From an optimization exercise on the open Yosys and OpenROAD flow, aimed at small area and a short achievable clock period; shortcuts taken in it are not production practice.
Function was not checked in any run shown here: the RTL went through the layout flow alone.
Power is estimated from default activity; no workload was simulated.

**flow/design.v**
```verilog
module iitb_proc (clk, reset, i_mem_addr, i_mem_data, reg1, reg2, reg3, reg4, reg5, reg6, reg7);
input clk, reset;
output [15:0] i_mem_addr;
input [15:0] i_mem_data;
output [15:0] reg1, reg2, reg3, reg4, reg5, reg6, reg7;
reg         first;               
reg  [15:0] irf, pc_f;           
reg  [4:0]  d_op;                
reg  [2:0]  d_ra, d_rc;
reg  [8:0]  d_imm;               
reg         d_cimm;
reg  [15:0] pc_d;
reg  [4:0]  e_op;                
reg  [2:0]  e_rc;
reg         e_alu, e_compl;
reg  [15:0] out_d1, out_d2, brj;
reg         sig1_q, sig2_q;
reg  [15:0] frm_q;
reg  [15:0] alu_q;               
reg  [5:0]  m_ei, m_oi;
reg         m_a0;
reg         m_rd, m_wr, m_wb, m_alu;
reg  [2:0]  m_rc;
reg         fc, fz;
reg  [1:0]  wbdis;
reg  [15:0] rd_data;             
reg         w_wb, w_alu;
reg  [2:0]  w_rc;
reg  [15:0] R0;
reg  [15:0] R1, R2, R3, R4, R5, R6, R7;
assign i_mem_addr = R0;
assign reg1 = R1; assign reg2 = R2; assign reg3 = R3; assign reg4 = R4;
assign reg5 = R5; assign reg6 = R6; assign reg7 = R7;
always @(posedge clk or posedge reset)
	if (reset) begin
		first <= 1'b1;
		irf <= 16'd0;
	end else begin
		first <= 1'b0;
		irf <= first ? 16'd0 : i_mem_data;
	end
always @(posedge clk)
	pc_f <= R0;
wire [3:0] opc = irf[15:12];
wire [2:0] fn = irf[2:0];
wire d_hold = (opc == 4'b0010) && (fn[1:0] == 2'b11);
reg  [4:0] dn_op;
reg  [2:0] dn_ra, dn_rc;
reg        dn_cimm;
always @(*) begin
	dn_op = 5'd0;
	dn_ra = irf[11:9];
	dn_rc = irf[11:9];
	dn_cimm = 1'b0;
	case (opc)
	4'b0000: begin dn_op = 5'd0; dn_rc = irf[8:6]; dn_cimm = 1'b1; end
	4'b0001: begin
		dn_rc = irf[5:3];
		case (fn)
		3'b000: dn_op = 5'd1;
		3'b010: dn_op = 5'd2;
		3'b001: dn_op = 5'd3;
		3'b011: dn_op = 5'd4;
		3'b100: dn_op = 5'd5;
		3'b110: dn_op = 5'd6;
		3'b101: dn_op = 5'd7;
		default: dn_op = 5'd8;
		endcase
	end
	4'b0010: begin
		dn_rc = irf[5:3];
		case (fn)
		3'b000: dn_op = 5'd9;
		3'b010: dn_op = 5'd10;
		3'b001: dn_op = 5'd11;
		3'b100: dn_op = 5'd12;
		3'b110: dn_op = 5'd13;
		default: dn_op = 5'd14;
		endcase
	end
	4'b0011: begin dn_op = 5'd15; dn_ra = irf[8:6]; dn_cimm = 1'b1; end
	4'b0100: begin dn_op = 5'd16; dn_ra = irf[8:6]; dn_cimm = 1'b1; end
	4'b0101: begin dn_op = 5'd17; dn_cimm = 1'b1; end   
	4'b1000: dn_op = 5'd20;
	4'b1001: dn_op = 5'd21;
	4'b1010: dn_op = 5'd22;
	4'b1100: begin dn_op = 5'd23; dn_cimm = 1'b1; end
	4'b1101: dn_op = 5'd24;
	4'b1111: begin dn_op = 5'd25; dn_cimm = 1'b1; end
	default: dn_rc = irf[5:3];
	endcase
end
always @(posedge clk or posedge reset)
	if (reset) begin
		d_op <= 5'd0;
		d_rc <= 3'd0;
	end else if (!d_hold) begin
		d_op <= dn_op;
		d_rc <= dn_rc;
	end
always @(posedge clk) begin
	if (!d_hold) begin
		d_ra <= dn_ra;
		d_imm <= irf[8:0];
		d_cimm <= dn_cimm;
	end
	pc_d <= pc_f;
end
wire [4:0]  f = d_op;
wire [2:0]  ra = d_ra, rb = d_imm[8:6];
wire        f_alu = (f != 5'd0) && (f < 5'd15);
wire        f_jump = (f == 5'd23) || (f == 5'd24) || (f == 5'd25);
wire        f_sw = (f == 5'd17);
wire        f_lli = (f == 5'd15);
wire        f_compl = (f == 5'd5) || (f == 5'd6) || (f == 5'd7) || (f == 5'd8) ||
                      (f == 5'd12) || (f == 5'd13) || (f == 5'd14);
wire [15:0] sext6 = {{10{d_imm[5]}}, d_imm[5:0]};
wire [15:0] zext9 = {7'd0, d_imm};
reg [15:0] rA, rB;
always @(*) begin
	case (ra)
	3'd0: rA = R0; 3'd1: rA = R1; 3'd2: rA = R2; 3'd3: rA = R3;
	3'd4: rA = R4; 3'd5: rA = R5; 3'd6: rA = R6; default: rA = R7;
	endcase
	case (rb)
	3'd0: rB = R0; 3'd1: rB = R1; 3'd2: rB = R2; 3'd3: rB = R3;
	3'd4: rB = R4; 3'd5: rB = R5; 3'd6: rB = R6; default: rB = R7;
	endcase
end
wire [15:0] alu_fwd;
wire        f_upd = f_alu && (e_alu || m_alu || w_alu);
wire [2:0]  fw_rc = w_alu ? w_rc : m_alu ? m_rc : e_rc;
wire [15:0] fw_val = w_alu ? rd_data : m_alu ? alu_q : alu_fwd;
wire        sig1 = f_upd ? (fw_rc == ra) : sig1_q;
wire        sig2 = f_upd ? (fw_rc == rb) : sig2_q;
wire [15:0] frm = f_upd ? fw_val : frm_q;
wire [15:0] d1n = sig1 ? frm : f_jump ? pc_d + 16'd2 : rA;
wire [15:0] d2n = sig2 ? frm : f_sw ? rB + sext6 : d_cimm ? (f_lli ? zext9 : sext6) : rB;
wire        bj;
wire [15:0] pc_off = pc_d + {(f == 5'd23) ? zext9[14:0] : sext6[14:0], 1'b0};
wire [15:0] r0n = first ? 16'd0 :
                  bj ? brj :
                  (f == 5'd23) ? pc_off :
                  (f == 5'd24) ? rB :
                  (f == 5'd25) ? rA + {zext9[14:0], 1'b0} :
                  R0 + 16'd2;
always @(posedge clk or posedge reset)
	if (reset) begin
		e_op <= 5'd0;
		e_rc <= 3'd0;
		e_alu <= 1'b0;
		e_compl <= 1'b0;
		sig1_q <= 1'b0;
		sig2_q <= 1'b0;
		R0 <= 16'd0;
	end else begin
		e_op <= f;
		e_rc <= d_rc;
		e_alu <= f_alu;
		e_compl <= f_compl;
		sig1_q <= sig1;
		sig2_q <= sig2;
		R0 <= r0n;
	end
always @(posedge clk) begin
	out_d1 <= d1n;
	out_d2 <= d2n;
	brj <= pc_off;
	frm_q <= frm;
end
wire [15:0] wd = rd_data;
always @(posedge clk) begin
	if (reset) R1 <= 16'd1; else if (w_wb && w_rc == 3'd1) R1 <= wd;
	if (reset) R2 <= 16'd2; else if (w_wb && w_rc == 3'd2) R2 <= wd;
	if (reset) R3 <= 16'd3; else if (w_wb && w_rc == 3'd3) R3 <= wd;
	if (reset) R4 <= 16'd4; else if (w_wb && w_rc == 3'd4) R4 <= wd;
	if (reset) R5 <= 16'd5; else if (w_wb && w_rc == 3'd5) R5 <= wd;
	if (reset) R6 <= 16'h8000; else if (w_wb && w_rc == 3'd6) R6 <= wd;
	if (reset) R7 <= 16'h8000; else if (w_wb && w_rc == 3'd7) R7 <= wd;
end
wire [4:0]  x = e_op;
wire [15:0] op1 = out_d1, op2 = out_d2;
wire        x_add = (x < 5'd9);
wire        x_nand = (x > 5'd8) && (x < 5'd15);
wire        x_jump = (x == 5'd23) || (x == 5'd24) || (x == 5'd25);
wire        x_cc = (x == 5'd2) || (x == 5'd6) || (x == 5'd10) || (x == 5'd13);
wire        x_cz = (x == 5'd3) || (x == 5'd7) || (x == 5'd11) || (x == 5'd14);
wire        x_unc = (x == 5'd0) || (x == 5'd1) || (x == 5'd4) || (x == 5'd5) || (x == 5'd8) ||
                    (x == 5'd9) || (x == 5'd12) || (x == 5'd15) || (x == 5'd16) ||
                    (x == 5'd23) || (x == 5'd24);
wire        cin = ((x == 5'd4) || (x == 5'd8)) && fc;
wire [15:0] opb = op2 ^ {16{e_compl}};
wire [16:0] sum = {1'b0, op1} + {1'b0, opb} + {16'd0, e_compl} + {16'd0, cin};
wire [15:0] opr2 = e_compl ? (~op2 + 16'd1) : op2;
wire [15:0] nand_out = ~(op1 & opr2);
assign alu_fwd = x_add ? sum[15:0] : nand_out;
wire [15:0] alu_n = x_add ? sum[15:0] : x_nand ? nand_out :
                    ((x == 5'd15) || (x == 5'd16)) ? op2 : op1;
wire        eq = (op1 == op2);
wire        lt = (op1 < op2);
assign bj = ((x == 5'd20) && eq) || ((x == 5'd21) && lt) || ((x == 5'd22) && (lt || eq));
wire        wb_n = (wbdis == 2'd0) && ((x_cc && fc) || (x_cz && fz) || x_unc);
wire        fc_n = (wbdis == 2'd0) ? (!e_compl && sum[16]) : fc;
wire        fz_n = (wbdis != 2'd0) ? fz :
                   x_add ? (sum[15:0] == 16'd0) :
                   x_nand ? (nand_out == 16'd0) : fz;
wire [6:0]  maddr = (x == 5'd16) ? sum[6:0] : op2[6:0];
always @(posedge clk or posedge reset)
	if (reset) begin
		m_rd <= 1'b0;
		m_wr <= 1'b0;
		m_wb <= 1'b0;
		m_alu <= 1'b0;
		wbdis <= 2'd0;
	end else begin
		m_rd <= (x == 5'd16);
		m_wr <= (x == 5'd17);
		m_wb <= wb_n;
		m_alu <= e_alu;
		wbdis <= bj ? 2'd3 : x_jump ? 2'd2 : (wbdis != 2'd0) ? wbdis - 2'd1 : 2'd0;
	end
always @(posedge clk) begin
	alu_q <= alu_n;
	m_a0 <= maddr[0];
	m_oi <= maddr[6:1];
	m_ei <= maddr[6:1] + {5'd0, maddr[0]};
	m_rc <= e_rc;
	fc <= fc_n;
	fz <= fz_n;
end
wire [5:0] oi = m_oi;
wire [5:0] ei = m_ei;
wire [7:0] wd_e = m_a0 ? alu_q[15:8] : alu_q[7:0];
wire [7:0] wd_o = m_a0 ? alu_q[7:0] : alu_q[15:8];
localparam [47:0] INIT_E = 48'h33_84_03_02_01_06;    
localparam [47:0] INIT_O = 48'h99_40_20_80_40_00;    
reg [511:0] ebank, obank;
wire [63:0] dec_e = 64'd1 << ei;
wire [63:0] dec_o = 64'd1 << oi;
genvar j, b;
generate for (j = 0; j < 64; j = j + 1) begin : bank
	always @(posedge clk) begin
		if (reset || (m_wr && dec_e[j]))
			ebank[8*j +: 8] <= reset ? ((j < 6) ? INIT_E[8*j +: 8] : 8'd0) : wd_e;
		if (reset || (m_wr && dec_o[j]))
			obank[8*j +: 8] <= reset ? ((j < 6) ? INIT_O[8*j +: 8] : 8'd0) : wd_o;
	end
end endgenerate
wire [7:0] rd_e, rd_o;
generate for (b = 0; b < 8; b = b + 1) begin : rdbit
	wire [63:0] ecol, ocol;
	for (j = 0; j < 64; j = j + 1) begin : col
		assign ecol[j] = ebank[8*j + b];
		assign ocol[j] = obank[8*j + b];
	end
	assign rd_e[b] = |(ecol & dec_e);
	assign rd_o[b] = |(ocol & dec_o);
end endgenerate
wire [15:0] rd_n = m_a0 ? {rd_e, rd_o} : {rd_o, rd_e};
always @(posedge clk or posedge reset)
	if (reset) begin
		w_wb <= 1'b0;
		w_alu <= 1'b0;
	end else begin
		w_wb <= m_wb;
		w_alu <= m_alu;
	end
always @(posedge clk) begin
	rd_data <= m_rd ? rd_n : alu_q;
	w_rc <= m_rc;
end
endmodule
```
**flow/constraint.sdc**
```tcl
create_clock -name core_clock -period 10.0 [get_ports {clk}]
set_input_delay 2.0000 -clock core_clock [delete_from_list [all_inputs] [get_ports {clk}]]
set_output_delay 2.0000 -clock core_clock [all_outputs]
set_load 0.01 [all_outputs]
```
**flow/standard.sh**
```bash
#!/bin/bash
# synth_recipe.tcl (not shown) runs the flow's synth.tcl, then flattens the netlist and writes it again
# the make line also repeats each setting of config.mk as NAME=value (left out here)
make -C /OpenROAD-flow-scripts/flow DESIGN_CONFIG=/design/flow/config.mk WORK_HOME=/design/flow/orfs CLKGATE_MAP_FILE= SYNTH_SCRIPT=/design/flow/synth_recipe.tcl "${@:-finish}"
```
**flow/flow/run.sh**
```bash
#!/bin/bash
# Layout flow: the standard ORFS flow (standard synthesis unchanged), with
# timing repair aimed below the 10 ns period so that the achieved period is short.
set -euo pipefail
cd "$(dirname "$0")/.."
bash standard.sh SETUP_SLACK_MARGIN=6.5 finish > flow_orfs.log 2>&1
```
**flow/config.mk**
```make
export PLATFORM = sky130hd
export DESIGN_NAME = iitb_proc
export DESIGN_NICKNAME = iitb_proc
export VERILOG_FILES = /design/flow/design.v
export SDC_FILE = /design/flow/constraint.sdc
export NUM_CORES = 4
export LEC_CHECK = 0
export ABC_CLOCK_PERIOD_IN_PS = 3500
export CAP_MARGIN = 20
export CORE_MARGIN = 2
export CORE_UTILIZATION = 30
export PLACE_DENSITY = 0.4
export SLEW_MARGIN = 20
```
==> results of run 1 <==
-- power by group --
| part | switching, mW | internal [mW] |
|---|---|---|
| Clock | 2.49 | 3.23 |
| Sequential | 1.03 | 7.83 |
| Combinational | 3.54 | 1.64 |
| Total | 7.06 | 12.7 |
-- synthesized netlist by cell type, drive strengths merged (10+ instances only) --
library cell | count | area [um2]
inv | 64 | 240.2
dfrtp | 60 | 1501
buf | 47 | 197.7
nor3 | 71 | 360.3
edfxtp | 1039 | 31200
nand4b | 10 | 87.58
a21o | 25 | 187.7
nand2b | 35 | 219.0
nand4 | 79 | 494.2
a221oi | 13 | 113.9
mux2i | 73 | 730.7
a211oi | 55 | 412.9
nand4bb | 10 | 112.6
nor2 | 330 | 1239
xnor2 | 72 | 630.6
mux4 | 20 | 450.4
nand2 | 811 | 3044
ha | 92 | 1151
and3 | 21 | 131.4
o22ai | 30 | 187.7
o211ai | 25 | 187.7
a22oi | 517 | 3881
dfxtp | 259 | 5185
clkbuf | 186 | 714.4
o31ai | 16 | 120.1
mux2 | 41 | 461.7
o221ai | 11 | 96.34
nand3 | 55 | 275.3
nor2b | 38 | 237.7
o21ai | 111 | 555.5
xor2 | 46 | 402.9
a22o | 14 | 122.6
a21oi | 239 | 1196
nor4 | 28 | 175.2
a31oi | 22 | 137.6
-- stage by stage --
step | utilization | total power, mW | worst slack, ns | hold slack (ns)
finish | 0.3717 | 19.77 | 6.270 | 0.3176
global route | 0.3717 | 20.49 | 6.114 | 0.3173
CTS | 0.3672 | 19.55 | 6.201 | 0.3173
detailed placement | 0.3295 | 13.55 | 5.307 | 0.3121
global placement | 0.3294 | 13.63 | 5.355 | 0.3099
floorplan | - | 10.97 | 6.274 | 0.3096
-- routing by layer --
layer / share of wire / wire, um / vias up / GRT usage
li1: - / - / 18634 / -
met2: 0.46 / 116500 / 1957 / 0.3982
met3: 0.066 / 16780 / 318 / 0.03659
met1: 0.45 / 114000 / 22207 / 0.3629
met5: 0 / 0 / - / 0
met4: 0.030 / 7682 / 0 / 0.07235
-- what timing repair did --
action | CTS | global route
gates cloned | 10 | 1
pin swaps | 44 | 48
gates resized for setup | 826 | 110
endpoints found under the setup margin | 598 | 170
buffers inserted | 113 | 40
-- cell type report --
type                            instances  share of cell area
Clock inverter                         84             0.01114
Tap cell                             2511             0.04435
Multi-Input combinational cell       3046              0.2814
Inverter                               66            0.003726
Antenna cell                            1          0.00003532
Sequential cell                      1359              0.5410
Clock buffer                          208             0.06058
Timing Repair Buffer                  458             0.05775
-- critical path, cell delays in order, from the launching register on --
cell and delay (ns):
dfrtp_2 0.45, buf_12 0.17, xor2_2 0.18, ha_4 0.29, ha_4 0.21, a2111oi_4 0.31
o21ai_2 0.13, a221o_1 0.39, a31o_4 0.28, o41ai_4 0.26, mux2i_2 0.31, o31ai_1 0.11
a22o_1 0.22, mux2_4 0.26
-- how the worst min path moves through the flow --
stage,slack [ns],endpoint,cells past startpoint
floorplan,0.31,pc_d[0],0
global placement,0.31,pc_d[6],0
detailed placement,0.31,pc_d[0],0
CTS,0.32,pc_d[15],0
global route,0.32,pc_d[7],0
finish,0.32,pc_d[15],0
-- cell families (layout without fill, tap and decap cells) --
| logic type | after synthesis | count (layout) | synth area share |
|---|---|---|---|
| AOI/OAI and AO/OA | 1151 | 1151 | 0.1366 |
| and+or+nand+nor | 1546 | 1546 | 0.1181 |
| other | 1 | 2 | 0.00006502 |
| DFF | 1359 | 1359 | 0.6574 |
| adders and majority gates | 96 | 96 | 0.02135 |
| xor gates and xnor gates | 118 | 118 | 0.01792 |
| muxes | 134 | 134 | 0.02849 |
| buffers and inverters | 299 | 816 | 0.02011 |
==> qor.csv, run 1 <==
stage,metric,value,unit
yosys,yosys_register_bits,1359,
clock_tree,postCtsHoldBufs,0,
yosys,synth.cell_area,57670,um2
clock_tree,tritoncts,done,
final_layout,finalInstanceArea,70850,um2
yosys,proportion_of_register_bits_with_asynchronous_set_or_reset_after_synthesis,0.04489,
placement,post-place-cells,7275,
final_layout,area_growth,22.85,%
placement,post_dp_cell_area,62800,um2
sta,setup-tns-final,0,ns
run,cap_viol_max_count,0,
yosys,edff_count_synth,1039,
clock_tree,clkTransAtPathRegs,0.06,ns
final_layout,finish.cell_count_without_fillers,7733,
yosys,synth-seq-area-share,0.6574,
route,avgRoutedWirePerCell,32.97,um
die,chipWidth,442.4,um
route,dr_pass1_iterations,6,
route,antenna_left,0,
sta,clock.fmax,268.1,MHz
die,die_height,442.4,um
final_layout,largest_registers,"ebank x512, obank x512",
setup_path,setup.worst_path.end_class,flip-flop,
global_routing,grt_first_pass_wirelength,349400,um
die,rows,160,
yosys,yosys.cell_types.count,83,
final_layout,ff_latch_area,38330,um2
die,area_of_the_core,190600,um2
clock_tree,ctsLongestPathBuffers,3,
yosys,syn_avg_cell_area,12.26,um2
route,initialDrtViolationCount,5062,
setup_path,worstReg2RegEnd,out_d2[15],
setup_path,crit_path_start,e_compl,
setup_path,timing_worst_setup_path_type,flip-flop to flip-flop,
yosys,ys_warn_count,1,
placement,detailed_place_hpwl,173000,um
global_routing,grt_max_degree,91,
placement,place_congestion,0.9329,
final_layout,drive_gt1_frac,0.2105,
clock_tree,clock_sink_count,1359,
yosys,number_of_nets_produced_by_synthesis,4818,
setup_path,cp.required,10.67,ns
yosys,dominantRegCellSynth,edfxtp_1,
sta,finalCritPeriodShare,0.3730,
sta,final_max_slew_viol_count,0,
worst_hold_path,timing.hold.worst.start,pc_f[15],
clock_tree,later_pin_clock_latency_in_the_skew_report,0.83,ns
yosys,syn_inst,4704,
setup_path,cp_data_arrival_time,4.40,ns
route,routed-via-count,43116,
route,drc,0,
sta,worst_margin_pin_slew,1.181,ns
sta,setup_violations,0,
sta,skew,0.04628,ns
status,status,no timing/DRC/antenna violations,
route,route.final.wire_length,255000,um
final_layout,number_of_fill_cells_in_the_layout,18618,
global_routing,number_of_global_route_vias_before_repair,41018,
clock_tree,cts_buffers,157,
pwr,power.leakage,25.98,nW
sta,period_minus_slack,3.730,ns
placement,numPortBuffers,145,
final_layout,most-common-layout-cells,"edfxtp_1, nand2_1, a22oi_1, nor2_1, buf_4",
final_layout,final_common_cell,edfxtp_1,
global_routing,antenna_violations_before_repair,6,
setup_path,worst-r2r-setup-slack,6.27,ns
clock_tree,clock_tree.htree_level_count,4,
global_routing,grt_use_total,0.2535,
die,floorplan_die_area,195800,um2
final_layout,multi_input_comb_area,19930,um2
worst_hold_path,timing.hold.worst.class,flip-flop to flip-flop,
pwr,ir_worst_vdd,0.1635,mV
route,detailed_route_vias_per_instance,5.576,
die,ios,146,
setup_path,reg2reg_depth,13,
setup_path,reg2reg_from,e_compl,
setup_path,startpoint_type,flip-flop,
global_routing,overflow,0,
pwr,power_per_cell_area,279.0,nW/um2
die,start_util,0.3026,
clock_tree,root_buffer,clkbuf_16,
final_layout,final_net_count,5202,
setup_path,crit_path_max_fanout,6,
sta,slew-limit-headroom,0.2096,
sta,unrepaired_setup_endpoints_after_global_routing,yes,
sta,final_hold_viol_count,0,
setup_path,worstSetupEndpoint,out_d2[15],
==> run 2: changes to the inputs <==
--- a/flow/config.mk
+++ b/flow/config.mk
@@ -9,5 +9,7 @@
 export CAP_MARGIN = 20
 export CORE_MARGIN = 2
 export CORE_UTILIZATION = 30
+export CTS_CLUSTER_DIAMETER = 80
+export CTS_CLUSTER_SIZE = 20
 export PLACE_DENSITY = 0.4
 export SLEW_MARGIN = 20
==> run 2 against run 1 <==
Via count decreased by 1.3%. Total power decreased by 8.0%. Critical endpoint unchanged. Register-to-register slack about the same. Largest cell class unchanged. Maximum frequency increased by 0.14%.
==> qor.csv, run 2 <==
stage,metric,value,unit
status,status,no timing/DRC/antenna violations,
yosys,dominantRegCellSynth,edfxtp_1,
global_routing,grt_first_pass_wirelength,347200,um
clock_tree,ctsLongestPathBuffers,3,
final_layout,largest_registers,"ebank x512, obank x512",
final_layout,drive_gt1_frac,0.1917,
die,ios,146,
pwr,ir_worst_vdd,0.1659,mV
clock_tree,clock_tree.htree_level_count,3,
setup_path,setup.worst_path.end_class,flip-flop,
clock_tree,root_buffer,clkbuf_16,
clock_tree,clkTransAtPathRegs,0.07,ns
sta,setup_violations,0,
clock_tree,clock_sink_count,1359,
clock_tree,cts_buffers,98,
yosys,synth-seq-area-share,0.6574,
sta,slew-limit-headroom,0.2024,
yosys,syn_avg_cell_area,12.26,um2
yosys,yosys-top-cells-count,"edfxtp_1, nand2_1, a22oi_1, nor2_1, dfxtp_1",
sta,skew,0.04331,ns
setup_path,cp.required,10.68,ns
route,initialDrtViolationCount,5347,
die,area_of_the_core,190600,um2
die,die_height,442.4,um
setup_path,cp_data_arrival_time,4.41,ns
sta,final_hold_viol_count,0,
yosys,yosys_register_bits,1359,
worst_hold_path,timing.hold.worst.class,flip-flop to flip-flop,
die,floorplan_die_area,195800,um2
global_routing,number_of_global_route_vias_before_repair,40381,
final_layout,finalInstanceArea,68800,um2
route,avgRoutedWirePerCell,33.38,um
setup_path,startpoint_type,flip-flop,
sta,unrepaired_setup_endpoints_after_global_routing,yes,
placement,detailed_place_hpwl,173000,um
final_layout,area_growth,19.30,%
die,rows,160,
route,dr_pass1_iterations,5,
final_layout,final_core_util,0.3610,
global_routing,antenna_violations_before_repair,5,
yosys,synth_top_cells_by_area,"edfxtp_1, dfxtp_1, a22oi_1, nand2_1, dfrtp_1",
global_routing,overflow,0,
final_layout,final_net_count,5120,
placement,place_congestion,0.9329,
pwr,total_power,18.18,mW
clock_tree,tritoncts,done,
placement,post_dp_cell_area,62800,um2
die,chipWidth,442.4,um
pwr,power.leakage,24.99,nW
route,route.final.wire_length,253300,um
route,antenna_left,0,
sta,finalCritPeriodShare,0.3724,
setup_path,timing_worst_setup_path_type,flip-flop to flip-flop,
yosys,area_share_of_the_largest_cell_type_after_synthesis,0.5410,
route,detailed_route_vias_per_instance,5.606,
sta,final_max_slew_viol_count,0,
route,drc,0,
yosys,yosysTopAreaCell,edfxtp_1,
yosys,synth.most_common_cell,edfxtp_1,
sta,worst_margin_pin_slew,1.192,ns
sta,setup-tns-final,0,ns
final_layout,most-common-layout-cells,"edfxtp_1, nand2_1, a22oi_1, nor2_1, buf_4",
final_layout,final_common_cell,edfxtp_1,
global_routing,grt_max_degree,91,
sta,clock.fmax,268.5,MHz
yosys,syn_inst,4704,
clock_tree,later_pin_clock_latency_in_the_skew_report,0.80,ns
yosys,number_of_nets_produced_by_synthesis,4818,
global_routing,grt_use_total,0.2519,
route,routed-via-count,42552,
run,cap_viol_max_count,0,
setup_path,crit_path_max_fanout,6,
pwr,power_per_cell_area,264.3,nW/um2
final_layout,number_of_fill_cells_in_the_layout,18737,
setup_path,worst-r2r-setup-slack,6.28,ns
placement,numPortBuffers,145,
sta,period_minus_slack,3.724,ns
yosys,edff_count_synth,1039,
yosys,yosys.cell_types.count,83,
die,start_util,0.3026,
yosys,synth.cell_area,57670,um2
yosys,proportion_of_register_bits_with_asynchronous_set_or_reset_after_synthesis,0.04489,
yosys,ys_warn_count,1,
[run 2: repair_timing]
| item | CTS | global route |
|---|---|---|
| gates cloned | 9 | 1 |
| resized for setup | 766 | 105 |
| setup buffers | 106 | 26 |
| endpoints found under the setup margin | 597 | 160 |
| pin swaps | 44 | 51 |
| hold buffers | 0 | 0 |
[run 2: logic make-up (layout without fill, tap and decap cells)]
| group | count (synthesis) | in the layout | share of synthesized area |
|---|---|---|---|
| muxes | 134 | 134 | 0.02849 |
| AOI/OAI and AO/OA | 1151 | 1151 | 0.1366 |
| other | 1 | 4 | 0.00006502 |
| buffers and inverters | 299 | 671 | 0.02011 |
| xor gates and xnor gates | 118 | 118 | 0.01792 |
| and+or+nand+nor | 1546 | 1546 | 0.1181 |
| DFF | 1359 | 1359 | 0.6574 |
| adders and majority gates | 96 | 96 | 0.02135 |
[run 2: cell type report]
class / count / area (um2) / share of cell area
Antenna cell: 3 / 7.507 / 0.0001091
Clock buffer: 113 / 2551 / 0.03708
Clock inverter: 57 / 688.2 / 0.01000
Inverter: 66 / 264.0 / 0.003837
Multi-Input combinational cell: 3046 / 19900 / 0.2893
Sequential cell: 1359 / 38320 / 0.5569
Tap cell: 2511 / 3142 / 0.04567
Timing Repair Buffer: 435 / 3930 / 0.05712
[run 2: report_power, final]
part	leakage, nW	internal, mW	total, mW	switching, mW
combinational	9.83	1.58	5.08	3.50
clock	1.58	1.97	4.26	2.29
sequential	13.6	7.82	8.85	1.03
total	25.0	11.4	18.2	6.82
[run 2: worst max-delay path, stage by stage, from the launching register on]
cell	delay [ns]
dfrtp_2	0.47
buf_12	0.17
xor2_2	0.18
ha_4	0.29
ha_4	0.21
a2111oi_4	0.31
o21ai_2	0.13
a221o_1	0.39
a31o_4	0.28
o41ai_4	0.26
mux2i_2	0.31
o31ai_1	0.11
a22o_1	0.23
mux2_4	0.26
[run 2: worst paths after layout]
path | start | to | depth (start not counted)
worst min register to register | pc_f[13] | pc_d[13] | 0
worst max-delay path | e_compl | out_d2[15] | 13
worst max register to register | e_compl | out_d2[15] | 13
min in group asynchronous | reset | m_rd | 2
worst min-delay path | pc_f[13] | pc_d[13] | 0
max in group asynchronous | reset | d_op[4] | 3
[run 2: per-stage QoR]
step / std cells / setup slack (ns) / hold slack [ns]
after floorplan: 4704 / 6.274 / 0.3096
after global placement: 7273 / 5.355 / 0.3099
after detailed placement: 7275 / 5.307 / 0.3121
after CTS: 7560 / 6.224 / 0.3125
after global routing: 7587 / 6.168 / 0.3180
final: 7590 / 6.276 / 0.3136
[run 2: routing by layer]
| metal | up-vias | part of all wire | wire length (um) | global-route usage |
|---|---|---|---|---|
| met2 | 1857 | 0.46 | 115400 | 0.3938 |
| li1 | 18423 | - | - | - |
| met1 | 22001 | 0.45 | 113500 | 0.3642 |
| met4 | 0 | 0.032 | 8025 | 0.07333 |
| met3 | 271 | 0.065 | 16440 | 0.03214 |
| met5 | - | 0 | 0 | 0 |
==> run 3: changes to the inputs <==
--- a/flow/design.v
+++ b/flow/design.v
@@ -19,7 +19,8 @@
 reg  [15:0] alu_q;               
 reg  [5:0]  m_ei, m_oi;
 reg         m_a0;
-reg         m_rd, m_wr, m_wb, m_alu;
+reg         m_wr, m_wb, m_alu;
+reg         m_selo, m_sele, m_sela;    
 reg  [2:0]  m_rc;
 reg         fc, fz;
 reg  [1:0]  wbdis;
@@ -130,12 +131,15 @@
 wire [15:0] alu_fwd;
 wire        f_upd = f_alu && (e_alu || m_alu || w_alu);
 wire [2:0]  fw_rc = w_alu ? w_rc : m_alu ? m_rc : e_rc;
-wire [15:0] fw_val = w_alu ? rd_data : m_alu ? alu_q : alu_fwd;
 wire        sig1 = f_upd ? (fw_rc == ra) : sig1_q;
 wire        sig2 = f_upd ? (fw_rc == rb) : sig2_q;
-wire [15:0] frm = f_upd ? fw_val : frm_q;
-wire [15:0] d1n = sig1 ? frm : f_jump ? pc_d + 16'd2 : rA;
-wire [15:0] d2n = sig2 ? frm : f_sw ? rB + sext6 : d_cimm ? (f_lli ? zext9 : sext6) : rB;
+wire        fw_e = f_upd && !w_alu && !m_alu;
+wire [15:0] frm_early = !f_upd ? frm_q : w_alu ? rd_data : alu_q;
+wire [15:0] frm = fw_e ? alu_fwd : frm_early;
+wire [15:0] d1_early = sig1 ? frm_early : f_jump ? pc_d + 16'd2 : rA;
+wire [15:0] d2_early = sig2 ? frm_early : f_sw ? rB + sext6 : d_cimm ? (f_lli ? zext9 : sext6) : rB;
+wire [15:0] d1n = (fw_e && sig1) ? alu_fwd : d1_early;
+wire [15:0] d2n = (fw_e && sig2) ? alu_fwd : d2_early;
 wire        bj;
 wire [15:0] pc_off = pc_d + {(f == 5'd23) ? zext9[14:0] : sext6[14:0], 1'b0};
 wire [15:0] r0n = first ? 16'd0 :
@@ -190,7 +194,7 @@
                     (x == 5'd23) || (x == 5'd24);
 wire        cin = ((x == 5'd4) || (x == 5'd8)) && fc;
 wire [15:0] opb = op2 ^ {16{e_compl}};
-wire [16:0] sum = {1'b0, op1} + {1'b0, opb} + {16'd0, e_compl} + {16'd0, cin};
+wire [16:0] sum = {1'b0, op1} + {1'b0, opb} + {15'd0, e_compl & cin, e_compl ^ cin};
 wire [15:0] opr2 = e_compl ? (~op2 + 16'd1) : op2;
 wire [15:0] nand_out = ~(op1 & opr2);
 assign alu_fwd = x_add ? sum[15:0] : nand_out;
@@ -207,13 +211,11 @@
 wire [6:0]  maddr = (x == 5'd16) ? sum[6:0] : op2[6:0];
 always @(posedge clk or posedge reset)
 	if (reset) begin
-		m_rd <= 1'b0;
 		m_wr <= 1'b0;
 		m_wb <= 1'b0;
 		m_alu <= 1'b0;
 		wbdis <= 2'd0;
 	end else begin
-		m_rd <= (x == 5'd16);
 		m_wr <= (x == 5'd17);
 		m_wb <= wb_n;
 		m_alu <= e_alu;
@@ -221,6 +223,9 @@
 	end
 always @(posedge clk) begin
 	alu_q <= alu_n;
+	m_sele <= (x == 5'd16) && !maddr[0];
+	m_selo <= (x == 5'd16) && maddr[0];
+	m_sela <= (x != 5'd16);
 	m_a0 <= maddr[0];
 	m_oi <= maddr[6:1];
 	m_ei <= maddr[6:1] + {5'd0, maddr[0]};
@@ -256,7 +261,8 @@
 	assign rd_e[b] = |(ecol & dec_e);
 	assign rd_o[b] = |(ocol & dec_o);
 end endgenerate
-wire [15:0] rd_n = m_a0 ? {rd_e, rd_o} : {rd_o, rd_e};
+wire [15:0] rd_n = ({rd_o, rd_e} & {16{m_sele}}) | ({rd_e, rd_o} & {16{m_selo}}) |
+                   (alu_q & {16{m_sela}});
 always @(posedge clk or posedge reset)
 	if (reset) begin
 		w_wb <= 1'b0;
@@ -266,7 +272,7 @@
 		w_alu <= m_alu;
 	end
 always @(posedge clk) begin
-	rd_data <= m_rd ? rd_n : alu_q;
+	rd_data <= rd_n;
 	w_rc <= m_rc;
 end
 endmodule
--- a/flow/config.mk
+++ b/flow/config.mk
@@ -9,7 +9,5 @@
 export CAP_MARGIN = 20
 export CORE_MARGIN = 2
 export CORE_UTILIZATION = 30
-export CTS_CLUSTER_DIAMETER = 80
-export CTS_CLUSTER_SIZE = 20
 export PLACE_DENSITY = 0.4
 export SLEW_MARGIN = 20
==> run 3 against run 2 <==
Highest routed layer unchanged. Sequential cell count grew 2. Worst setup slack lost 0.20 ns. Sequential power hardly changed. Synthesized area grew 0.49%. Largest power group unchanged. Largest cell class unchanged. Maximum frequency down 5.2%. Hold slack better by 0.011 ns. Critical path depth grew 5.
==> qor.csv, run 3 <==
stage,metric,value,unit
sta,period_minus_slack,3.928,ns
clock_tree,ctsLongestPathBuffers,3,
yosys,yosysTopAreaCell,edfxtp_1,
clock_tree,tritoncts,done,
yosys,syn_inst,4753,
global_routing,grt_max_degree,100,
placement,detailed_place_hpwl,178100,um
sta,setup_violations,0,
route,drc,0,
yosys,area_share_of_the_largest_cell_type_after_synthesis,0.5384,
die,rows,161,
yosys,synth_top_cells_by_area,"edfxtp_1, dfxtp_1, a22oi_1, nand2_1, dfrtp_1",
final_layout,final_common_cell,edfxtp_1,
sta,final_max_slew_viol_count,0,
final_layout,final_net_count,5206,
pwr,ir_worst_vdd,0.1871,mV
global_routing,grt_use_total,0.2573,
sta,setup-tns-final,0,ns
yosys,synth.cell_area,57950,um2
yosys,synth-seq-area-share,0.6548,
pwr,power_per_cell_area,282.3,nW/um2
setup_path,startpoint_type,flip-flop,
yosys,yosys.cell_types.count,90,
die,ios,146,
clock_tree,postCtsHoldBufs,0,
setup_path,timing_worst_setup_path_type,flip-flop to flip-flop,
sta,final_hold_viol_count,0,
route,routed-via-count,43916,
setup_path,cp.required,10.69,ns
setup_path,cell_family_contributing_the_most_delay_on_the_critical_path,compound AO/OA/AOI/OAI gates,
run,cap_viol_max_count,0,
sta,unrepaired_setup_endpoints_after_global_routing,yes,
die,chipWidth,443.5,um
final_layout,area_growth,22.31,%
yosys,proportion_of_register_bits_with_asynchronous_set_or_reset_after_synthesis,0.04409,
placement,numPortBuffers,145,
yosys,yosys_register_bits,1361,
yosys,edff_count_synth,1039,
yosys,synth.most_common_cell,edfxtp_1,
setup_path,cp_data_arrival_time,4.61,ns
global_routing,antenna_violations_before_repair,2,
sta,clock.fmax,254.6,MHz
setup_path,worstPathCellList,buf_12 -> nor2b_4 -> a22oi_2 -> nor2_1 -> a311o_1 -> o21ai_1 -> a21oi_2 -> ha_2 -> inv_2 -> fa_2 -> nand2b_4 -> a21oi_4 -> o31a_1 -> o21ai_2 -> nor4b_2 -> xor2_1 -> a211o_1 -> a311oi_1,
die,floorplan_die_area,196700,um2
yosys,ys_warn_count,1,
global_routing,overflow,0,
setup_path,crit_path_top_delay_cell,edfxtp_1,
worst_hold_path,timing.hold.worst.class,flip-flop to flip-flop,
sta,slew-limit-headroom,0.2270,
yosys,number_of_nets_produced_by_synthesis,4867,
pwr,power.leakage,25.62,nW
yosys,syn_avg_cell_area,12.19,um2
route,route.final.wire_length,260100,um
pwr,total_power,20.01,mW
die,start_util,0.3015,
final_layout,most-common-layout-cells,"edfxtp_1, nand2_1, a22oi_1, nor2_1, buf_4",
status,status,no timing/DRC/antenna violations,
yosys,yosys-top-cells-count,"edfxtp_1, nand2_1, a22oi_1, nor2_1, dfxtp_1",
yosys,dominantRegCellSynth,edfxtp_1,
global_routing,grt_first_pass_wirelength,355300,um
route,dr_pass1_iterations,8,
setup_path,crit_path_max_fanout,6,
placement,place_congestion,0.9243,
clock_tree,root_buffer,clkbuf_16,
final_layout,drive_gt1_frac,0.1923,
sta,skew,0.03865,ns
clock_tree,later_pin_clock_latency_in_the_skew_report,0.80,ns
final_layout,largest_registers,"ebank x512, obank x512",
setup_path,critPathMaxStageDelay,0.44,ns
clock_tree,clock_sink_count,1361,
sta,worst_margin_pin_slew,1.153,ns
clock_tree,cts_buffers,157,
die,area_of_the_core,192200,um2
route,antenna_left,0,
clock_tree,clkTransAtPathRegs,0.06,ns
route,avgRoutedWirePerCell,33.55,um
setup_path,critical_path.n_buffers_inverters,2,
die,die_height,443.5,um
global_routing,number_of_global_route_vias_before_repair,41864,
route,detailed_route_vias_per_instance,5.666,
sta,finalCritPeriodShare,0.3928,
clock_tree,clock_tree.htree_level_count,4,
route,initialDrtViolationCount,5444,
setup_path,setup.worst_path.end_class,flip-flop,
==> run 3: logic make-up (layout without fill, tap and decap cells) <==
| kind of cell | after synthesis | after routing | share of synthesized area |
|---|---|---|---|
| compound gates | 1204 | 1204 | 0.1438 |
| xor+xnor | 115 | 115 | 0.01738 |
| fa+ha+maj | 96 | 96 | 0.02150 |
| buf+inv | 305 | 772 | 0.02096 |
| flops | 1361 | 1361 | 0.6548 |
| mux | 102 | 102 | 0.02122 |
| other cells | 1 | 6 | 0.00006471 |
| simple gates | 1569 | 1569 | 0.1203 |
==> run 3: path summary, 6_finish.rpt <==
kind                          from       to  slack (ns)  cells past startpoint
max                        d_ra[1]   R0[15]        6.07                     18
min in group asynchronous    reset     m_wr        1.38                      2
min                        pc_f[3]  pc_d[3]        0.32                      0
max reg2reg                d_ra[1]   R0[15]        6.07                     18
max in group asynchronous    reset   R0[13]        7.61                      3
min reg2reg                pc_f[3]  pc_d[3]        0.32                      0
==> run 3: repair_timing <==
action / CTS / global route
buffers inserted: 70 / 30
pin swaps: 79 / 59
endpoints found under the setup margin: 429 / 87
gates cloned: 7 / 1
resized for setup: 704 / 156
==> run 3: per-layer routing <==
layer	vias up	GRT usage	wire [um]
li1	18810	-	-
met1	22611	0.3513	111000
met2	2114	0.4190	122300
met3	381	0.03491	16890
met4	0	0.08825	9824
met5	-	0	0
==> run 3: power breakdown <==
part / internal [mW] / total (mW) / switching, mW
Combinational: 1.77 / 5.49 / 3.72
Sequential: 7.83 / 8.86 / 1.03
Clock: 3.19 / 5.66 / 2.46
Total: 12.8 / 20.0 / 7.21
==> run 3: area by class of cell <==
class	instances	area [um2]
timing repair buffer	417	3849
tap	2526	3161
clock buffer	213	4179
antenna	5	12.51
fill	18799	121300
sequential	1361	38210
multi-input combinational	3087	20410
clock inverter	74	792.0
inverter	68	267.8
==> run 3: through the flow <==
| stage | hold slack, ns | worst slack [ns] | utilization | cells | area [um2] |
|---|---|---|---|---|---|
| 2_1_floorplan | 0.3096 | 6.249 | - | 4753 | 58240 |
| 3_3_place_gp | 0.3114 | 5.455 | 0.3286 | 7351 | 63150 |
| 3_5_place_dp | 0.3121 | 5.403 | 0.3287 | 7351 | 63180 |
| 4_1_cts | 0.3249 | 6.161 | 0.3639 | 7715 | 69930 |
| 5_1_grt | 0.3267 | 5.964 | 0.3688 | 7746 | 70870 |
| 6_report | 0.3243 | 6.072 | 0.3688 | 7751 | 70880 |
==> run 4: changes to the inputs <==
--- a/flow/design.v
+++ b/flow/design.v
@@ -194,7 +194,12 @@
                     (x == 5'd23) || (x == 5'd24);
 wire        cin = ((x == 5'd4) || (x == 5'd8)) && fc;
 wire [15:0] opb = op2 ^ {16{e_compl}};
-wire [16:0] sum = {1'b0, op1} + {1'b0, opb} + {15'd0, e_compl & cin, e_compl ^ cin};
+wire [15:0] cs_r = {14'd0, e_compl & cin, e_compl ^ cin};
+wire [15:0] cs_s = op1 ^ opb ^ cs_r;
+wire [16:0] cs_c = {(op1 & opb) | (op1 & cs_r) | (opb & cs_r), 1'b0};
+wire [16:0] sum = {1'b0, cs_s} + cs_c;
+wire [15:0] cs_p = cs_s ^ cs_c[15:0];
+wire        sum_zero = (cs_p == {cs_s[14:0] | cs_c[14:0], 1'b0});
 wire [15:0] opr2 = e_compl ? (~op2 + 16'd1) : op2;
 wire [15:0] nand_out = ~(op1 & opr2);
 assign alu_fwd = x_add ? sum[15:0] : nand_out;
@@ -205,9 +210,10 @@
 assign bj = ((x == 5'd20) && eq) || ((x == 5'd21) && lt) || ((x == 5'd22) && (lt || eq));
 wire        wb_n = (wbdis == 2'd0) && ((x_cc && fc) || (x_cz && fz) || x_unc);
 wire        fc_n = (wbdis == 2'd0) ? (!e_compl && sum[16]) : fc;
+wire        nand_zero = (op1 == 16'hffff) && (e_compl ? (op2 == 16'd1) : (op2 == 16'hffff));
 wire        fz_n = (wbdis != 2'd0) ? fz :
-                   x_add ? (sum[15:0] == 16'd0) :
-                   x_nand ? (nand_out == 16'd0) : fz;
+                   x_add ? sum_zero :
+                   x_nand ? nand_zero : fz;
 wire [6:0]  maddr = (x == 5'd16) ? sum[6:0] : op2[6:0];
 always @(posedge clk or posedge reset)
 	if (reset) begin
--- a/flow/config.mk
+++ b/flow/config.mk
@@ -9,5 +9,7 @@
 export CAP_MARGIN = 20
 export CORE_MARGIN = 2
 export CORE_UTILIZATION = 30
+export CTS_CLUSTER_DIAMETER = 80
+export CTS_CLUSTER_SIZE = 20
 export PLACE_DENSITY = 0.4
 export SLEW_MARGIN = 20
==> run 4 against run 3 <==
Combinational power shrank 3%. Clock skew rose by 0.015 ns. Largest cell class unchanged. Hold slack worse by 0.0025 ns. Total power is 6.3% lower. Critical endpoint is now out_d1[15]. Via count decreased by 1.8%. Largest power group unchanged. Die area barely moved. Maximum frequency rose by 2.3%. Still clean.
==> qor.csv, run 4 <==
stage,metric,value,unit
pwr,cellInternalPower,11.63,mW
final_layout,most-common-layout-cells,"edfxtp_1, nand2_1, buf_4, nor2_1, a22oi_1",
worst_hold_path,timing.hold.worst.start,pc_f[11],
yosys,synth.cell_area,57910,um2
yosys,syn_inst,4615,
sta,slew-limit-headroom,0.2094,
sta,worst_margin_pin_slew,1.182,ns
clock_tree,ctsLongestPathBuffers,3,
pwr,combinationalPowerShare,0.284,
final_layout,final_net_count,5065,
global_routing,grt_first_pass_wirelength,355600,um
setup_path,reg2reg_depth,15,
clock_tree,cts_buffers,99,
yosys,syn_avg_cell_area,12.55,um2
die,area_of_the_core,192200,um2
global_routing,number_of_global_route_vias_before_repair,40797,
setup_path,crit_path_max_fanout,3,
clock_tree,root_buffer,clkbuf_16,
sta,period_minus_slack,3.839,ns
pwr,ir_worst_vdd,0.1450,mV
die,chipWidth,443.4,um
sta,skew,0.05321,ns
clock_tree,tritoncts,done,
status,status,no timing/DRC/antenna violations,
sta,setup_violations,0,
final_layout,largest_registers,"ebank x512, obank x512",
yosys,number_of_nets_produced_by_synthesis,4744,
pwr,proportion_of_power_drawn_by_flip_flops_and_latches,0.478,
yosys,edff_count_synth,1039,
pwr,power_per_cell_area,268.7,nW/um2
setup_path,crit_path_start,e_op[4],
die,die_height,443.4,um
worst_hold_path,hold_path_depth,0,
setup_path,startpoint_type,flip-flop,
route,routed-via-count,43116,
sta,unrepaired_setup_endpoints_after_global_routing,yes,
clock_tree,later_pin_clock_latency_in_the_skew_report,0.79,ns
yosys,area_share_of_the_largest_cell_type_after_synthesis,0.5388,
route,route.final.wire_length,264100,um
route,drc,0,
yosys,yosys.cell_types.count,82,
setup_path,cp_data_arrival_time,4.45,ns
setup_path,reg2reg_from,e_op[4],
setup_path,setup.worst_path.end_class,flip-flop,
route,initialDrtViolationCount,5367,
sta,clock.fmax,260.5,MHz
yosys,synth.most_common_cell,edfxtp_1,
global_routing,grt_max_degree,85,
global_routing,overflow,0,
global_routing,antenna_violations_before_repair,12,
run,cap_viol_max_count,0,
route,dr_pass1_iterations,6,
yosys,yosysTopAreaCell,edfxtp_1,
yosys,proportion_of_register_bits_with_asynchronous_set_or_reset_after_synthesis,0.04409,
setup_path,timing_worst_setup_path_type,flip-flop to flip-flop,
sta,final_max_slew_viol_count,0,
setup_path,cp.required,10.61,ns
route,antenna_left,0,
yosys,synth-seq-area-share,0.6553,
pwr,p_switching,7.111,mW
yosys,yosys_register_bits,1361,
sta,setup-tns-final,0,ns
clock_tree,postCtsHoldBufs,0,
pwr,p_sw_frac,0.3794,
clock_tree,clkTransAtPathRegs,0.09,ns
die,floorplan_die_area,196600,um2
pwr,power_frac_clock,0.238,
yosys,ys_warn_count,1,
sta,fin_worst_hold_slack,0.3218,ns
yosys,dominantRegCellSynth,edfxtp_1,
die,ios,146,
route,avgRoutedWirePerCell,35.01,um
final_layout,drive_gt1_frac,0.1921,
placement,place_congestion,0.9852,
pwr,power.leakage,24.98,nW
placement,detailed_place_hpwl,181900,um
die,rows,161,
worst_hold_path,timing.hold.worst.class,flip-flop to flip-flop,
global_routing,grt_use_total,0.2592,
yosys,synth_top_cells_by_area,"edfxtp_1, dfxtp_1, nand2_1, a22o_1, a22oi_1",
yosys,yosys-top-cells-count,"edfxtp_1, nand2_1, dfxtp_1, nor2_1, a21oi_1",
clock_tree,clock_sink_count,1361,
sta,finalCritPeriodShare,0.3839,
final_layout,final_common_cell,edfxtp_1,
route,detailed_route_vias_per_instance,5.717,
final_layout,final_core_util,0.3630,
die,start_util,0.3013,
placement,numPortBuffers,145,
sta,final_hold_viol_count,0,
final_layout,area_growth,20.46,%
clock_tree,clock_tree.htree_level_count,3,
[run 4: cell count changes in the layout (fill, tap and decap cells not counted), sizes merged, moves of 30 or more]
| cell | previous run | this run |
|---|---|---|
| a221oi | 11 | 173 |
| clkinv | 53 | 19 |
| nor2 | 296 | 266 |
| clkbuf | 215 | 125 |
| nand2 | 864 | 715 |
| a22oi | 511 | 202 |
| a22o | 14 | 176 |
| o21ai | 149 | 114 |
[run 4: kinds of logic after synthesis]
family	Yosys count	share of synthesized area
mux	111	0.02305
fa+ha+maj	113	0.02511
simple gates	1427	0.1098
flops	1361	0.6553
xor+xnor	135	0.02042
compound gates	1152	0.1442
buf+inv	315	0.02206
other cells	1	0.00006476
[run 4: final cells by class]
type | count | area [um2]
clock inverter | 58 | 815.8
sequential | 1361 | 38300
fill | 18684 | 122400
inverter | 78 | 307.8
timing repair buffer | 457 | 4210
tap | 2526 | 3161
clock buffer | 121 | 2621
antenna | 2 | 5.005
multi-input combinational | 2939 | 20350
[run 4: repair_timing]
| action | 4_1_cts | 5_1_grt |
|---|---|---|
| pin swaps | 53 | 97 |
| gates cloned | 7 | 3 |
| buffers inserted | 59 | 71 |
| setup endpoints to repair | 729 | 74 |
| resized for setup | 626 | 182 |
[run 4: path summary, 6_finish.rpt]
kind                              endpoint  slack [ns]
worst max-delay path            out_d1[15]        6.16
worst min-delay path              pc_d[11]        0.32
worst max register to register  out_d1[15]        6.16
worst min register to register    pc_d[11]        0.32
max in group asynchronous             m_wr        7.32
min in group asynchronous          e_rc[1]        2.32
[run 4: stage by stage]
step	instance area (um2)	total power [mW]	setup slack (ns)	cells
after floorplan	58190	10.95	6.314	4615
after global placement	63140	13.73	5.237	7221
after detailed placement	63150	13.68	5.150	7221
after CTS	68240	18.35	6.173	7466
after global routing	69760	19.37	5.996	7542
final	69760	18.75	6.161	7542
[run 4: metal layers]
metal  part of all wire  routed length, um  vias to the layer above  GRT usage
met3              0.072              18950                      396    0.04195
met5            0.00019                 50                        -          0
li1                   -                  -                    18391          -
met4              0.039              10340                        8    0.08706
met1               0.44             115300                    22338     0.3624
met2               0.45             119400                     1983     0.4079
[run 4: critical path: stages (launching register included)]
cell and delay (ns):
dfrtp_2 0.42, nand2b_4 0.15, nor4_4 0.26, ha_4 0.25, fa_2 0.39, ha_4 0.19
fa_2 0.41, a211oi_2 0.24, nor2_2 0.08, o41ai_2 0.29, o21ai_2 0.10, a21o_1 0.18
a21oi_2 0.16, xor2_2 0.28, o2bb2ai_4 0.18, o221ai_2 0.11
[run 4: power groups by stage]
| stage | combinational [mW] | clock (mW) | sequential [mW] |
|---|---|---|---|
| after floorplan | 2.72 | 0 | 8.23 |
| after global placement | 4.66 | 0 | 9.07 |
| after detailed placement | 4.64 | 0 | 9.03 |
| after CTS | 4.90 | 4.53 | 8.92 |
| after global routing | 5.62 | 4.72 | 9.03 |
| final | 5.32 | 4.46 | 8.96 |
==> run 5: changes to the inputs <==
==> flow/flow/run.sh (replaced) <==
#!/bin/bash
# Layout flow: the standard ORFS flow (standard synthesis unchanged), with
# timing repair aimed below the 10 ns period so that the achieved period is short,
# and clock tree synthesis without dummy loads.
set -euo pipefail
cd "$(dirname "$0")/.."
bash standard.sh SETUP_SLACK_MARGIN=6.5 \
  "CTS_ARGS=-sink_clustering_enable -repair_clock_nets -sink_clustering_size 20 -sink_clustering_max_diameter 80 -dont_use_dummy_load" \
  finish > flow_orfs.log 2>&1
==> run 5 against run 4 <==
Global-route usage about the same. Still clean on timing, DRC and antenna. Utilization decreased by 0.80 points. Critical path depth is 1 higher. First-iteration DRC count is 0.48% lower. Die area did not move. Total power is 4.1% lower. Wire length is 0.40% lower. Combinational power barely moved. Hold slack worse by 0.0062 ns. Sequential share of layout area is 1.2 points higher.
==> qor.csv, run 5 <==
stage,metric,value,unit
global_routing,grt_use_total,0.2588,
sta,clock.fmax,258.9,MHz
clock_tree,root_buffer,clkbuf_16,
status,status,no timing/DRC/antenna violations,
route,detailed_route_vias_per_instance,5.736,
route,dr_pass1_iterations,6,
sta,worst_margin_pin_slew,1.166,ns
yosys,yosys_register_bits,1361,
yosys,area_share_of_the_largest_cell_type_after_synthesis,0.5388,
sta,setup-tns-final,0,ns
yosys,edff_count_synth,1039,
global_routing,gr-usage-met1,0.3640,
placement,numPortBuffers,145,
sta,unrepaired_setup_endpoints_after_global_routing,yes,
final_layout,area_growth,17.82,%
setup_path,timing_worst_setup_path_type,flip-flop to flip-flop,
placement,post_dp_cell_area,63150,um2
yosys,synth.most_common_cell,edfxtp_1,
die,start_util,0.3013,
die,area_of_the_core,192200,um2
yosys,synth-seq-area-share,0.6553,
global_routing,met2_global_route_usage,0.4084,
sta,slew-limit-headroom,0.2164,
clock_tree,clkTransAtPathRegs,0.08,ns
global_routing,overflow,0,
yosys,yosysTopAreaCell,edfxtp_1,
final_layout,drive_gt1_frac,0.1647,
placement,place_congestion,0.9852,
clock_tree,clock_tree.htree_level_count,3,
sta,final_max_slew_viol_count,0,
pwr,total_power,17.98,mW
route,routed-via-count,42656,
sta,period_minus_slack,3.863,ns
yosys,synth.cell_area,57910,um2
final_layout,most-common-layout-cells,"edfxtp_1, nand2_1, buf_4, nor2_1, a22oi_1",
die,floorplan_die_area,196600,um2
sta,setup_violations,0,
final_layout,final_common_cell,edfxtp_1,
global_routing,antenna_violations_before_repair,19,
route,avgRoutedWirePerCell,35.37,um
worst_hold_path,timing.hold.worst.class,flip-flop to flip-flop,
setup_path,cp.required,10.65,ns
pwr,power_per_cell_area,263.4,nW/um2
yosys,syn_avg_cell_area,12.55,um2
die,die_height,443.4,um
placement,detailed_place_hpwl,181900,um
final_layout,number_of_fill_cells_in_the_layout,18777,
run,cap_viol_max_count,0,
pwr,ir_worst_vdd,0.1455,mV
setup_path,crit_path_max_fanout,7,
clock_tree,ctsLongestPathBuffers,3,
setup_path,startpoint_type,flip-flop,
clock_tree,cts_buffers,99,
clock_tree,postCtsHoldBufs,0,
final_layout,multi_input_comb_area,20200,um2
die,rows,161,
yosys,ys_warn_count,1,
setup_path,cp_data_arrival_time,4.52,ns
global_routing,grt_most_used_layer,met2,
route,drc,0,
final_layout,ff_latch_area,38240,um2
final_layout,largest_registers,"ebank x512, obank x512",
yosys,number_of_nets_produced_by_synthesis,4744,
global_routing,grt_max_degree,85,
global_routing,number_of_global_route_vias_before_repair,40530,
final_layout,finalInstanceArea,68230,um2
route,route.final.wire_length,263000,um
pwr,power.leakage,24.63,nW
sta,fin_worst_hold_slack,0.3155,ns
yosys,yosys-top-cells-count,"edfxtp_1, nand2_1, dfxtp_1, nor2_1, a21oi_1",
final_layout,final_net_count,5036,
yosys,dominantRegCellSynth,edfxtp_1,
global_routing,grt_first_pass_wirelength,354800,um
clock_tree,later_pin_clock_latency_in_the_skew_report,0.78,ns
yosys,proportion_of_register_bits_with_asynchronous_set_or_reset_after_synthesis,0.04409,
yosys,yosys.cell_types.count,82,
sta,final_hold_viol_count,0,
route,antenna_left,0,
global_routing,grt_use_met3,0.03918,
yosys,synth_top_cells_by_area,"edfxtp_1, dfxtp_1, nand2_1, a22o_1, a22oi_1",
clock_tree,clock_sink_count,1361,
setup_path,worst-r2r-setup-slack,6.14,ns
die,ios,146,
yosys,syn_inst,4615,
route,initialDrtViolationCount,5341,
sta,skew,0.09343,ns
die,chipWidth,443.4,um
sta,finalCritPeriodShare,0.3863,
setup_path,setup.worst_path.end_class,flip-flop,
clock_tree,tritoncts,done,
-- run 5: cell counts after synthesis --
No cell type changed its count.
-- run 5: path summary, 6_finish.rpt --
path,startpoint,endpoint,depth (start not counted)
min reg2reg,pc_f[11],pc_d[11],0
min in group asynchronous,reset,w_alu,3
max reg2reg,d_imm[6],out_d2[15],16
max in group asynchronous,reset,d_op[4],3
max,d_imm[6],out_d2[15],16
min,pc_f[11],pc_d[11],0
-- run 5: per-stage QoR --
stage,setup slack (ns),cells,util
after floorplan,6.314,4615,-
after global placement,5.237,7221,0.3286
after detailed placement,5.150,7221,0.3286
after CTS,6.171,7382,0.3488
after global routing,5.984,7434,0.3550
final,6.137,7436,0.3551
-- run 5: cell type report --
class                      count  share of cell area
sequential                  1361              0.5605
clock buffer                  99             0.03631
antenna                        5           0.0001834
multi-input combinational   2939              0.2961
inverter                      78            0.004511
tap                         2526             0.04632
timing repair buffer         428             0.05617
-- run 5: logic make-up (layout without fill, tap and decap cells) --
family	Yosys count	count (layout)	synth area share
simple gates	1427	1427	0.1098
flops	1361	1361	0.6553
compound gates	1152	1152	0.1442
buf+inv	315	605	0.02206
xor+xnor	135	135	0.02042
fa+ha+maj	113	113	0.02511
mux	111	111	0.02305
other cells	1	6	0.00006476
-- run 5: report_power, final --
| group | internal, mW | switching (mW) | leakage [nW] |
|---|---|---|---|
| sequential | 7.80 | 1.17 | 13.6 |
| clock | 1.74 | 1.97 | 1.22 |
| combinational | 1.68 | 3.62 | 9.83 |
| total | 11.2 | 6.76 | 24.6 |
-- run 5: worst max-delay path: stages (launching register included) --
cell and delay, ns:
edfxtp_1 0.45, buf_12 0.19, buf_6 0.13, buf_4 0.14, mux2i_2 0.14, nor3_2 0.18, o22a_2 0.21, ha_4 0.21
a211o_1 0.34, a2111oi_4 0.43, o31ai_2 0.15, o211ai_1 0.31, o21ai_2 0.17, a2111oi_4 0.33, a41oi_2 0.06, o211ai_1 0.23
o2bb2ai_1 0.13
-- run 5: routing by layer --
metal | up-vias | wire [um]
li1 | 18248 | -
met1 | 22081 | 115100
met2 | 1977 | 119400
met3 | 346 | 18930
met4 | 4 | 9522
met5 | - | 17
-- run 5: what timing repair did --
action | CTS | global route
cloned | 8 | 2
resized for setup | 475 | 164
pin swaps | 31 | 73
buffers inserted | 54 | 47
setup endpoints to repair | 730 | 72
==> run 6: changes to the inputs <==
--- a/flow/design.v
+++ b/flow/design.v
@@ -13,7 +13,8 @@
 reg  [4:0]  e_op;                
 reg  [2:0]  e_rc;
 reg         e_alu, e_compl;
-reg  [15:0] out_d1, out_d2, brj;
+reg  [15:0] out_d1, out_d2, brj;    
+reg         e_t0, e_t1;              
 reg         sig1_q, sig2_q;
 reg  [15:0] frm_q;
 reg  [15:0] alu_q;               
@@ -138,12 +139,13 @@
 wire [15:0] frm = fw_e ? alu_fwd : frm_early;
 wire [15:0] d1_early = sig1 ? frm_early : f_jump ? pc_d + 16'd2 : rA;
 wire [15:0] d2_early = sig2 ? frm_early : f_sw ? rB + sext6 : d_cimm ? (f_lli ? zext9 : sext6) : rB;
+wire [15:0] alu_fwd_x;                
 wire [15:0] d1n = (fw_e && sig1) ? alu_fwd : d1_early;
-wire [15:0] d2n = (fw_e && sig2) ? alu_fwd : d2_early;
+wire [15:0] d2n_x = (fw_e && sig2) ? alu_fwd_x : (d2_early ^ {16{f_compl}});
 wire        bj;
 wire [15:0] pc_off = pc_d + {(f == 5'd23) ? zext9[14:0] : sext6[14:0], 1'b0};
-wire [15:0] r0n = first ? 16'd0 :
-                  bj ? brj :
+wire [15:0] r0n = bj ? brj :          
+                  first ? 16'd0 :
                   (f == 5'd23) ? pc_off :
                   (f == 5'd24) ? rB :
                   (f == 5'd25) ? rA + {zext9[14:0], 1'b0} :
@@ -168,7 +170,9 @@
 	end
 always @(posedge clk) begin
 	out_d1 <= d1n;
-	out_d2 <= d2n;
+	out_d2 <= d2n_x;
+	e_t1 <= (f == 5'd8) && fc_n;
+	e_t0 <= f_compl ^ (((f == 5'd4) || (f == 5'd8)) && fc_n);
 	brj <= pc_off;
 	frm_q <= frm;
 end
@@ -183,7 +187,7 @@
 	if (reset) R7 <= 16'h8000; else if (w_wb && w_rc == 3'd7) R7 <= wd;
 end
 wire [4:0]  x = e_op;
-wire [15:0] op1 = out_d1, op2 = out_d2;
+wire [15:0] op1 = out_d1, opb = out_d2;
 wire        x_add = (x < 5'd9);
 wire        x_nand = (x > 5'd8) && (x < 5'd15);
 wire        x_jump = (x == 5'd23) || (x == 5'd24) || (x == 5'd25);
@@ -192,29 +196,29 @@
 wire        x_unc = (x == 5'd0) || (x == 5'd1) || (x == 5'd4) || (x == 5'd5) || (x == 5'd8) ||
                     (x == 5'd9) || (x == 5'd12) || (x == 5'd15) || (x == 5'd16) ||
                     (x == 5'd23) || (x == 5'd24);
-wire        cin = ((x == 5'd4) || (x == 5'd8)) && fc;
-wire [15:0] opb = op2 ^ {16{e_compl}};
-wire [15:0] cs_r = {14'd0, e_compl & cin, e_compl ^ cin};
+wire        fc_n;
+wire [15:0] cs_r = {14'd0, e_t1, e_t0};
 wire [15:0] cs_s = op1 ^ opb ^ cs_r;
 wire [16:0] cs_c = {(op1 & opb) | (op1 & cs_r) | (opb & cs_r), 1'b0};
 wire [16:0] sum = {1'b0, cs_s} + cs_c;
 wire [15:0] cs_p = cs_s ^ cs_c[15:0];
 wire        sum_zero = (cs_p == {cs_s[14:0] | cs_c[14:0], 1'b0});
-wire [15:0] opr2 = e_compl ? (~op2 + 16'd1) : op2;
+wire [15:0] opr2 = opb + {15'd0, e_compl};    
 wire [15:0] nand_out = ~(op1 & opr2);
 assign alu_fwd = x_add ? sum[15:0] : nand_out;
+assign alu_fwd_x = x_add ? (sum[15:0] ^ {16{f_compl}}) : (nand_out ^ {16{f_compl}});
 wire [15:0] alu_n = x_add ? sum[15:0] : x_nand ? nand_out :
-                    ((x == 5'd15) || (x == 5'd16)) ? op2 : op1;
-wire        eq = (op1 == op2);
-wire        lt = (op1 < op2);
+                    ((x == 5'd15) || (x == 5'd16)) ? opb : op1;
+wire        eq = (op1 == opb);
+wire        lt = (op1 < opb);
 assign bj = ((x == 5'd20) && eq) || ((x == 5'd21) && lt) || ((x == 5'd22) && (lt || eq));
 wire        wb_n = (wbdis == 2'd0) && ((x_cc && fc) || (x_cz && fz) || x_unc);
-wire        fc_n = (wbdis == 2'd0) ? (!e_compl && sum[16]) : fc;
-wire        nand_zero = (op1 == 16'hffff) && (e_compl ? (op2 == 16'd1) : (op2 == 16'hffff));
+assign      fc_n = (wbdis == 2'd0) ? (!e_compl && sum[16]) : fc;
+wire        nand_zero = (op1 == 16'hffff) && (e_compl ? (opb == 16'hfffe) : (opb == 16'hffff));
 wire        fz_n = (wbdis != 2'd0) ? fz :
                    x_add ? sum_zero :
                    x_nand ? nand_zero : fz;
-wire [6:0]  maddr = (x == 5'd16) ? sum[6:0] : op2[6:0];
+wire [6:0]  maddr = (x == 5'd16) ? sum[6:0] : opb[6:0];
 always @(posedge clk or posedge reset)
 	if (reset) begin
 		m_wr <= 1'b0;
==> flow/flow/run.sh (replaced) <==
#!/bin/bash
# Layout flow: the standard ORFS flow (standard synthesis unchanged), with
# timing repair aimed below the 10 ns period so that the achieved period is short.
set -euo pipefail
cd "$(dirname "$0")/.."
bash standard.sh SETUP_SLACK_MARGIN=6.5 finish > flow_orfs.log 2>&1
==> run 6 against run 5 <==
Still clean on timing, DRC and antenna. Clock power up 15%. Worst setup slack worse by 0.052 ns. First-iteration DRC count down 8.0%. Global-route usage down 0.15 points. Non-clock buffer count up 9. Critical path type unchanged.
==> qor.csv, run 6 <==
stage,metric,value,unit
status,status,no timing/DRC/antenna violations,
sta,fin_worst_hold_slack,0.3278,ns
route,initialDrtViolationCount,4915,
global_routing,number_of_global_route_vias_before_repair,41311,
setup_path,crit_path_start,d_imm[7],
yosys,yosys-top-cells-count,"edfxtp_1, nand2_1, nor2_1, dfxtp_1, a22oi_1",
die,chipWidth,445.5,um
setup_path,timing_worst_setup_path_type,flip-flop to flip-flop,
route,route.final.wire_length,262000,um
sta,final_hold_viol_count,0,
pwr,power.leakage,24.94,nW
route,antenna_left,0,
setup_path,critPathMaxStageDelay,0.53,ns
clock_tree,clock_sink_count,1363,
setup_path,crit_path_max_fanout,13,
sta,clock.fmax,255.4,MHz
yosys,edff_count_synth,1038,
yosys,yosys.cell_types.count,108,
sta,period_minus_slack,3.915,ns
final_layout,final_common_cell,edfxtp_1,
run,cap_viol_max_count,0,
route,dr_pass1_iterations,8,
global_routing,antenna_violations_before_repair,10,
pwr,power_per_cell_area,271.1,nW/um2
yosys,synth_top_cells_by_area,"edfxtp_1, dfxtp_1, nand2_1, a22oi_1, dfrtp_1",
setup_path,setup.worst_path.end_class,flip-flop,
clock_tree,clkTransAtPathRegs,0.09,ns
pwr,ir_worst_vdd,0.2129,mV
final_layout,final_net_count,5074,
placement,post_dp_cell_area,63650,um2
sta,setup_violations,0,
route,routed-via-count,43124,
placement,numPortBuffers,145,
final_layout,final_core_util,0.3581,
sta,finalCritPeriodShare,0.3915,
placement,post-place-cells,7261,
clock_tree,later_pin_clock_latency_in_the_skew_report,0.80,ns
die,rows,162,
route,drc,0,
global_routing,overflow,0,
clock_tree,root_buffer,clkbuf_16,
yosys,area_share_of_the_largest_cell_type_after_synthesis,0.5330,
yosys,dominantRegCellSynth,edfxtp_1,
yosys,number_of_nets_produced_by_synthesis,4755,
die,area_of_the_core,194400,um2
sta,worst_margin_pin_slew,1.247,ns
sta,slew-limit-headroom,0.1657,
final_layout,number_of_fill_cells_in_the_layout,18842,
worst_hold_path,timing.hold.worst.class,flip-flop to flip-flop,
## run 6: cell types whose count changed after synthesis, moves of 25 or more
cell,previous run,this run
clkbuf_1,148,110
nand2_1,715,655
o221ai_1,32,4
nor3_1,84,59
a22oi_1,202,245
nor2_1,261,289
## run 6: final timing paths
| path | cells past startpoint | end | slack [ns] |
|---|---|---|---|
| min in group asynchronous | 3 | w_wb | 2.16 |
| max | 18 | out_d2[12] | 6.08 |
| max reg2reg | 18 | out_d2[12] | 6.08 |
| max in group asynchronous | 3 | m_wr | 7.06 |
| min | 0 | w_rc[2] | 0.33 |
| min reg2reg | 0 | w_rc[2] | 0.33 |
## run 6: area by class of cell
cell class	instances	area, um2	area share
clock buffers	124	2570	0.03692
diodes	5	12.51	0.0001798
multi-input cells	2955	20420	0.2934
repair buffers	437	4015	0.05768
inverters	94	367.9	0.005285
well taps	2542	3181	0.04569
clock inverters	50	651.9	0.009365
flip-flops and latches	1363	38380	0.5515
## run 6: stage by stage
step           power (mW)  setup WS (ns)
2_1_floorplan       11.40          6.433
3_5_place_dp        14.22          5.049
5_1_grt             19.54          5.957
4_1_cts             18.72          6.073
3_3_place_gp        14.29          5.091
6_report            18.87          6.085
## run 6: critical path, delay by kind of cell, from the launching register on
family	cells	cell delay (ns)
AOI/OAI and AO/OA	5	0.90
xor gates and xnor gates	2	0.24
adders and majority gates	2	0.53
buffers and inverters	4	0.56
DFF	1	0.37
muxes	1	0.53
and+or+nand+nor	4	0.58
## run 6: kinds of logic (layout without fill, tap and decap cells)
kind of cell	after synthesis	count (layout)	synth area share
adders and majority gates	110	110	0.02430
xor gates and xnor gates	127	127	0.01902
AOI/OAI and AO/OA	1143	1144	0.1422
muxes	139	139	0.02807
buffers and inverters	310	705	0.02281
and+or+nand+nor	1434	1434	0.1142
other	1	6	0.00006412
DFF	1363	1363	0.6494
## run 6: what timing repair did
item	4_1_cts	5_1_grt
endpoints found under the hold margin	0	0
buffers inserted	89	28
pin swaps	42	75
resized for setup	735	117
cloned	10	2
endpoints found under the setup margin	616	76
## run 6: layer usage
layer	share of wire	GRT usage	wire, um	vias up
li1	-	-	-	18441
met1	0.44	0.3606	114900	22376
met2	0.45	0.4037	118900	1935
met3	0.069	0.04174	18160	368
met4	0.038	0.08636	10040	4
met5	0.000080	0	21	-
## run 6: where the power goes
part	leakage, nW	switching, mW	internal [mW]
combinational	9.80	3.86	1.71
sequential	13.6	1.10	7.93
clock	1.55	2.26	2.00

Re-timed with assumed drivers on the ports (clkbuf_16 on the clock, buf_2 on other inputs), run 6 has 6.085 ns of setup slack against 6.085 ns with ideal ports, and 5.771 ns once port delays also move by the mid clock arrival of 0.857 ns.
